From an optimization exercise on the open Yosys and OpenROAD flow, aimed at small area, a short achievable clock period and few clock cycles; shortcuts taken in it are not production practice. Where RTL was checked, it was by simulation tests only, not by an equivalence proof against the original. Power and IR drop assume default switching activity.

## build 97
==> flow/design.v (excerpt) <==
module qr_decode(
    input clk,
    input srstn,
    input qr_decode_start,
    input [15:0] sram_rdata,
    output reg [9:0] sram_raddr,
    output reg decode_valid,
    output [7:0] decode_jis8_code,
    output reg qr_decode_finish
);
localparam S_IDLE = 4'd0, S_SCANA = 4'd1, S_SCANB = 4'd2, S_RIGHT = 4'd3,
           S_BLK = 4'd4, S_RING0 = 4'd5, S_RING1 = 4'd6, S_DEC2 = 4'd7,
           S_PROBE = 4'd8, S_ROT = 4'd9, S_DATA = 4'd10, S_DATA0 = 4'd11;
localparam [9:0] ADDR0 = {5'd1, 5'd2};
reg [3:0] state, state_n;
reg [9:0] raddr_n;
reg [3:0] bsel, bsel_n;         
reg [3:0] bselL, bselL_n;       
reg oor, oor_n;                 
reg [15:0] SA;
reg [14:0] SB;
wire srch = (state <= 4'd5);
wire [3:0] hA = SA[15:12];       
wire [3:0] hR = SA[11:8];        
wire [3:0] hC = SA[7:4];         
wire [3:0] hC2 = SA[3:0];
reg [3:0] hA_n, hR_n, hC_n, hC2_n;
reg [2:0] cnt, cnt_n;
wire [7:0] colacc = SB[14:7];
wire [7:0] rowacc = {1'b0, SB[6:0]};
reg [7:0] colacc_n, rowacc_n;
reg [6:0] xa, xa_n, ya, ya_n, xb_n;
wire [6:0] xb = SA[6:0];          
reg sL, sL_n, sR, sR_n;
reg tl, tl_n;
reg [1:0] rot, rot_n;
reg [2:0] m, m_n;
reg [6:0] OX, OX_n, OY, OY_n;      
reg pv1, pv1_n, two1, two1_n, mR1, mR1_n, mL1, mL1_n;
reg [1:0] ft1, ft1_n, tg1, tg1_n;
reg pv, pv_n, two, two_n, mR, mR_n, mL, mL_n;
reg [1:0] ft, ft_n, tg, tg_n;      
wire [4:0] nc = SA[15:11];
wire [4:0] nr = SA[10:6];
wire nh = SA[5];
wire [1:0] late = SA[4:3];
reg [4:0] nc_n, nr_n;
reg nh_n;
reg [1:0] late_n;
wire [8:0] acc = SB[14:6];
  ...
==> flow/config.mk <==
export PLATFORM = sky130hd
export DESIGN_NAME = qr_decode
export DESIGN_NICKNAME = qr_decode
export VERILOG_FILES = /design/flow/design.v
export SDC_FILE = /design/flow/constraint.sdc
export NUM_CORES = 8
export LEC_CHECK = 0
export ABC_AREA = 1
export ABC_CLOCK_PERIOD_IN_PS = 3000
export CAP_MARGIN = 20
export CORE_MARGIN = 2
export CORE_UTILIZATION = 40
export PLACE_DENSITY = 0.7
export SETUP_SLACK_MARGIN = 5
export SLEW_MARGIN = 20
export TNS_END_PERCENT = 0
==> flow/constraint.sdc <==
create_clock -name core_clock -period 8.0 [get_ports {clk}]
set_input_delay 1.6000 -clock core_clock [delete_from_list [all_inputs] [get_ports {clk}]]
set_output_delay 1.6000 -clock core_clock [all_outputs]
set_load 0.01 [all_outputs]
standard.sh (not shown) runs the stock make flow with config.mk's settings and CLKGATE_MAP_FILE= SYNTH_SCRIPT=/design/flow/synth_recipe.tcl, a recipe that flattens the netlist after the stock synthesis.
==> flow/flow/run.sh <==
#!/bin/bash
# Layout flow: the standard flow, except that after the standard synthesis
# the combinational logic is mapped again without the adder cells (half and
# full adders), which are slower and larger here than plain gates. Every
# flip-flop instance of the standard synthesis is kept as it is (blackboxed
# during the remap), so the registers keep their names and cell types.
set -euo pipefail
P=${FLOW_PLATFORM:-sky130hd}
R=orfs/results/$P/qr_decode/base
L=orfs/logs/$P/qr_decode/base
YOSYS=${YOSYS_EXE:-$(command -v yosys || echo "$FLOW_HOME/../tools/install/yosys/bin/yosys")}
LIB=$FLOW_HOME/platforms/$P/lib/sky130_fd_sc_hd__tt_025C_1v80.lib

# 1. standard synthesis
bash standard.sh synth > flow_1_synth.log 2>&1

# 2. remap the combinational logic with the same abc command the synthesis used
cp "$R/1_2_yosys.v" flow_std_netlist.v
ABCLINE=$(grep -m1 '^abc -script' "$L/1_2_yosys.log")
{
  echo "read_liberty -ignore_miss_func $LIB"
  echo "read_verilog flow_std_netlist.v"
  echo "hierarchy -top $FLOW_TOP"
  grep -oE 'sky130_fd_sc_hd__[a-z0-9_]+' flow_std_netlist.v | sort -u | grep -E '__(e?dfx|df|dl|sdf|conb)' | sed 's/^/blackbox /'
  echo "flatten"
  echo "opt_clean"
  echo "$ABCLINE"
  echo "rename -hide w:*.*"
  echo "opt_clean -purge"
  echo "hilomap -singleton -hicell sky130_fd_sc_hd__conb_1 HI -locell sky130_fd_sc_hd__conb_1 LO"
  echo "insbuf -buf sky130_fd_sc_hd__buf_4 A X"
  echo "tee -o flow_remap_stat.txt stat -liberty $LIB"
  echo "write_verilog -noattr -nohex -nodec flow_remapped.v"
} > flow_remap.ys
"$YOSYS" -s flow_remap.ys > flow_2_remap.log 2>&1
# the written netlist, read back against the cell library, must be clean
"$YOSYS" -p "read_liberty -lib $LIB; read_verilog flow_remapped.v; hierarchy -top $FLOW_TOP; check -assert" > flow_2_check.log 2>&1

# the flip-flops must be the standard synthesis's, one for one
grep -oE 'sky130_fd_sc_hd__e?dfx[a-z]*_[0-9]+ [^ ]+' flow_std_netlist.v | sort > flow_ff_std.txt
grep -oE 'sky130_fd_sc_hd__e?dfx[a-z]*_[0-9]+ [^ ]+' flow_remapped.v | sort > flow_ff_new.txt
cmp flow_ff_std.txt flow_ff_new.txt

# 3. the rest of the standard flow from the remapped netlist
cp flow_remapped.v "$R/1_2_yosys.v"
touch "$R/1_2_yosys.v"
bash standard.sh 'BUFFER_PORTS_ARGS=-buffer_cell sky130_fd_sc_hd__buf_8' finish > flow_3_layout.log 2>&1
Testbench counts of build 97, summed over its fixed seeds: cycles 38,111.
For build 69, these inputs were changed with respect to build 97:
- PLACE_DENSITY: 0.7 -> unset
-- flow/flow/run.sh --
<<< build 97, line 18
cp "$R/1_2_yosys.v" flow_std_netlist.v
ABCLINE=$(grep -m1 '^abc -script' "$L/1_2_yosys.log")
{
>>> build 69, line 18
cp "$R/1_2_yosys.v" flow_std_netlist.v
ABCLINE=$(grep -m1 '^abc -script' "$L/1_2_yosys.log" | sed "s#-script [^ ]*#-script $PWD/flow/abc_remap.script#")
{
<<< build 97, line 46
touch "$R/1_2_yosys.v"
bash standard.sh 'BUFFER_PORTS_ARGS=-buffer_cell sky130_fd_sc_hd__buf_8' finish > flow_3_layout.log 2>&1
>>> build 69, line 46
touch "$R/1_2_yosys.v"
bash standard.sh 'BUFFER_PORTS_ARGS=-buffer_cell sky130_fd_sc_hd__buf_4' finish > flow_3_layout.log 2>&1
==> flow/flow/abc_remap.script (new file) <==
strash
ifraig
dc2
dch -f
map -a
topo
stime -c
buffer -c
upsize -c
dnsize -c
[summary]
Build 69 went all the way through the flow, and no timing, DRC or antenna check failed.
Build 97 | status: complete | timing, DRC, antenna: pass
Relative to build 97, the routed wire length measured on build 69 has increased by a few percent.
Build 69 reports a higher combined global-route utilization of all metal layers than build 97 does.
Compare build 69 and build 97 | final period utilization lower: build 97
Diff build 69 and build 97: data arrival time at the worst-slack endpoint higher in build 69
Number of cells on the worst hold path: build 69 vs build 97 identical
Build 69 ends up with higher clock buffer and inverter area fraction after layout than build 97 does.
Post-route standard cell area excluding fillers, build 69 and build 97: higher on build 97
Going from build 97 to build 69, share of post-route cells with drive strength above 1 rose 4.6 points; clock-buffer cell count rose 1; routed length on met1 rose 320 um; worst setup slack fell 0.28 ns.
Setup changes, build 69 to build 41
- an added PLACE_DENSITY of 0.7
-- flow/flow/run.sh --
<<< build 69, line 18
cp "$R/1_2_yosys.v" flow_std_netlist.v
ABCLINE=$(grep -m1 '^abc -script' "$L/1_2_yosys.log" | sed "s#-script [^ ]*#-script $PWD/flow/abc_remap.script#")
{
>>> build 41, line 18
cp "$R/1_2_yosys.v" flow_std_netlist.v
ABCLINE=$(grep -m1 '^abc -script' "$L/1_2_yosys.log")
{
<<< build 69, line 46
touch "$R/1_2_yosys.v"
bash standard.sh 'BUFFER_PORTS_ARGS=-buffer_cell sky130_fd_sc_hd__buf_4' finish > flow_3_layout.log 2>&1
>>> build 41, line 46
touch "$R/1_2_yosys.v"
bash standard.sh > flow_3_layout.log 2>&1
removed: flow/flow/abc_remap.script
==> run summary <==
[compare] base=build 69 new=build 41: setup clock skew after layout shows no meaningful change; number of buffer and inverter stages on the critical path saw a decrease; final instance count without filler cells climbed 8.4%.
Input-level comparison between build 7 and build 41:
- clearing PLACE_DENSITY, which used to be 0.7
-- flow/flow/run.sh --
<<< build 41, line 46
touch "$R/1_2_yosys.v"
bash standard.sh > flow_3_layout.log 2>&1
>>> build 7, line 46
touch "$R/1_2_yosys.v"
bash standard.sh 'BUFFER_PORTS_ARGS=-buffer_cell sky130_fd_sc_hd__buf_4' finish > flow_3_layout.log 2>&1
Share of power burned in the clock network: build 7 vs build 41 up 0.7 points. On hold slack, build 7 and build 41 are neck and neck. [compare] base=build 41 new=build 7: area growth from synthesis to layout went down; post-detailed-routing wire length went up. Between build 7 and build 41, the final worst setup slack is higher for build 7. Build 7 vs. build 41: non-clock buffer count went down; area of the multi-input gates went down; critical path depth went up.
Modified inputs, build 85 compared to build 7
- PLACE_DENSITY: unset -> 0.7
Findings:
Build 85 | stages: all done | timing, DRC, antenna: all pass
Layout filler cell count: build 85 vs build 7 down 41
Of the two values seen for critical path startpoint, sram_rdata[3] was produced by build 7 and state[3] by build 85.
Build 85 -> build 7: count of unresolved DRC violations after routing delta 0, exact match
Clock skew of build 85 is on par with build 7.
Build 85 reports its cell with the biggest individual delay on the critical path as nor3_1 while build 7 reports nor2_2.
The fraction of power consumed by combinational cells of build 85 is higher than that of build 7.
Diff build 7 and build 85: clock period minus final worst setup slack lower in build 85
Compared with build 7, in build 85 number of post-CTS setup repair buffers increased by 6 relative to the old numbers; ratio of final minimum period to clock period decreased by 0.30 points relative to the old numbers.
Compared with build 7, in build 85 total routing usage reported by global routing fell by 0.82 points; number of gates resized after CTS stayed essentially flat; power share of the clock group fell by 0.5 points.
Input changes introduced in build 6 (baseline for comparison: build 85):
- a deleted PLACE_DENSITY that had been 0.7
-- flow/flow/run.sh --
<<< build 85, line 18
cp "$R/1_2_yosys.v" flow_std_netlist.v
ABCLINE=$(grep -m1 '^abc -script' "$L/1_2_yosys.log")
{
>>> build 6, line 18
cp "$R/1_2_yosys.v" flow_std_netlist.v
ABCLINE=$(grep -m1 '^abc -script' "$L/1_2_yosys.log" | sed "s#-script [^ ]*#-script $PWD/flow/abc_remap.script#")
{
==> flow/flow/abc_remap.script (new file) <==
strash
ifraig
dc2
dch -f
map -B 0.9
topo
stime -c
buffer -c
upsize -c
dnsize -c
[summary]
Build 6 finished every step from synthesis to the final layout, and the layout passed the timing, DRC and antenna checks. Summary of build 6 over build 85: width of the chip now sits lower; area growth from synthesis to layout now sits higher. Build 6 vs. build 85: clock tree cell share of total cell area went up by 0.45 points. Going from build 85 to build 6, combinational power share shrinks by 0.8 points. Critical path class = flop to flop: build 85; critical path class = input port to flop: build 6. In terms of worst hold slack, build 85 and build 6 differ only marginally. [diff] worst slew slack as a fraction of its limit, build 6 relative to build 85: regression. Build 6 vs build 85 — vertical die dimension dropped slightly. Build 6 vs build 85, critical path startpoint: sram_rdata[3] vs state[3]. | clock tree skew after final layout | build 6 vs build 85 | 0.0035 ns higher |.

---

== P ==
qr_decode, a different RTL version from the one above (not shown whole).
For scale: roughly 11,000 µm² of cells after synthesis.
clock: 8.0 ns
lec_check: 0
abc_area: 1
abc_clock_period_in_ps: 3000
cap_margin: 20
core_margin: 2
core_utilization: 40
setup_slack_margin: 5
slew_margin: 20
==> flow/flow/run.sh <==
#!/bin/bash
# Layout flow: the standard flow, except that after the standard synthesis
# the combinational logic is mapped again without the adder cells (half and
# full adders), which are slower and larger here than plain gates. Every
# flip-flop instance of the standard synthesis is kept as it is (blackboxed
# during the remap), so the registers keep their names and cell types.
set -euo pipefail
P=${FLOW_PLATFORM:-sky130hd}
R=orfs/results/$P/qr_decode/base
L=orfs/logs/$P/qr_decode/base
YOSYS=${YOSYS_EXE:-$(command -v yosys || echo "$FLOW_HOME/../tools/install/yosys/bin/yosys")}
LIB=$FLOW_HOME/platforms/$P/lib/sky130_fd_sc_hd__tt_025C_1v80.lib

# 1. standard synthesis
bash standard.sh synth > flow_1_synth.log 2>&1

# 2. remap the combinational logic with the same abc command the synthesis used
cp "$R/1_2_yosys.v" flow_std_netlist.v
ABCLINE=$(grep -m1 '^abc -script' "$L/1_2_yosys.log")
{
  echo "read_liberty -ignore_miss_func $LIB"
  echo "read_verilog flow_std_netlist.v"
  echo "hierarchy -top $FLOW_TOP"
  grep -oE 'sky130_fd_sc_hd__[a-z0-9_]+' flow_std_netlist.v | sort -u | grep -E '__(e?dfx|df|dl|sdf|conb)' | sed 's/^/blackbox /'
  echo "flatten"
  echo "opt_clean"
  echo "$ABCLINE"
  echo "rename -hide w:*.*"
  echo "opt_clean -purge"
  echo "hilomap -singleton -hicell sky130_fd_sc_hd__conb_1 HI -locell sky130_fd_sc_hd__conb_1 LO"
  echo "insbuf -buf sky130_fd_sc_hd__buf_4 A X"
  echo "tee -o flow_remap_stat.txt stat -liberty $LIB"
  echo "write_verilog -noattr -nohex -nodec flow_remapped.v"
} > flow_remap.ys
"$YOSYS" -s flow_remap.ys > flow_2_remap.log 2>&1
# the written netlist, read back against the cell library, must be clean
"$YOSYS" -p "read_liberty -lib $LIB; read_verilog flow_remapped.v; hierarchy -top $FLOW_TOP; check -assert" > flow_2_check.log 2>&1

# the flip-flops must be the standard synthesis's, one for one
grep -oE 'sky130_fd_sc_hd__e?dfx[a-z]*_[0-9]+ [^ ]+' flow_std_netlist.v | sort > flow_ff_std.txt
grep -oE 'sky130_fd_sc_hd__e?dfx[a-z]*_[0-9]+ [^ ]+' flow_remapped.v | sort > flow_ff_new.txt
cmp flow_ff_std.txt flow_ff_new.txt

# 3. the rest of the standard flow from the remapped netlist
cp flow_remapped.v "$R/1_2_yosys.v"
touch "$R/1_2_yosys.v"
bash standard.sh > flow_3_layout.log 2>&1
Input changes introduced in Q (baseline for comparison: P):
Settings: TNS_END_PERCENT: unset -> 10.
## What came out
Q vs. P: via count dropped 0.49%, wire length shows a reduction of about 0.9%, count of cells resized by post-cts repair shows a reduction of 39. Summary of Q over P: clock network area share comparable, total placed cells including tap cells comparable, fraction of met1 tracks used by global routing now smaller. Overall global routing resource usage (higher): P. Library cell contributing the largest single delay on the critical path: sky130_fd_sc_hd__clkdlybuf4s50_1 -> Q, sky130_fd_sc_hd__a2111oi_4 -> P. The detailed-route wire length per cell of P and that of Q are within noise of each other. [Q vs P] critical path depth: lower in Q. From P to Q the numbers moved as follows: maximum operating frequency decreased by 1.9 MHz relative to the old numbers; final area decreased by 340 µm² relative to the old numbers.
No run of this note included a check of the RTL's function; only the layout flow was run.

-- re-timing with driven ports --
The flow's constraints put no driver on any port. The routed layouts listed below were extracted and timed again, unchanged, in two steps. Step 1: set_driving_cell puts a clkbuf_16 on clk and a buf_2 on each other input, an assumption about the parent block. Step 2 times the ports against the registers' clock, not the clock port: input delays grow and output delays shrink by t, the midpoint of the rising clock arrivals with the driver on. a / b / c = no drivers / after step 1 / after step 2; a / b = the first two.
| run | t, ns | setup slack, ns | worst setup path after step 2 | clock arrival spread, ns | pins driven straight from the clock port |
|---|---|---|---|---|---|
| build 97 | 0.477 | 4.724 / 4.724 / 4.347 | input to register | 0.017 / 0.016 | 1 |
| build 69 | 0.477 | 4.444 / 4.444 / 4.109 | input to register | 0.017 / 0.018 | 1 |
| build 41 | 0.475 | 4.772 / 4.725 / 4.336 | input to register | 0.015 / 0.015 | 1 |
| build 7 | 0.476 | 4.875 / 4.904 / 4.427 | input to register | 0.011 / 0.011 | 1 |
| build 85 | 0.484 | 4.900 / 4.900 / 4.511 | input to register | 0.011 / 0.011 | 1 |
| build 6 | 0.479 | 4.870 / 4.891 / 4.412 | input to register | 0.016 / 0.016 | 1 |
| P | 0.471 | 4.864 / 4.869 / 4.399 | input to register | 0.016 / 0.015 | 1 |
| Q | 0.489 | 4.845 / 4.794 / 4.496 | input to register | 0.018 / 0.019 | 1 |
After both steps every run listed still meets setup and hold. For P, which loses most, drivers alone change the setup slack by +0.005 ns; drivers and shift together by -0.465 ns.
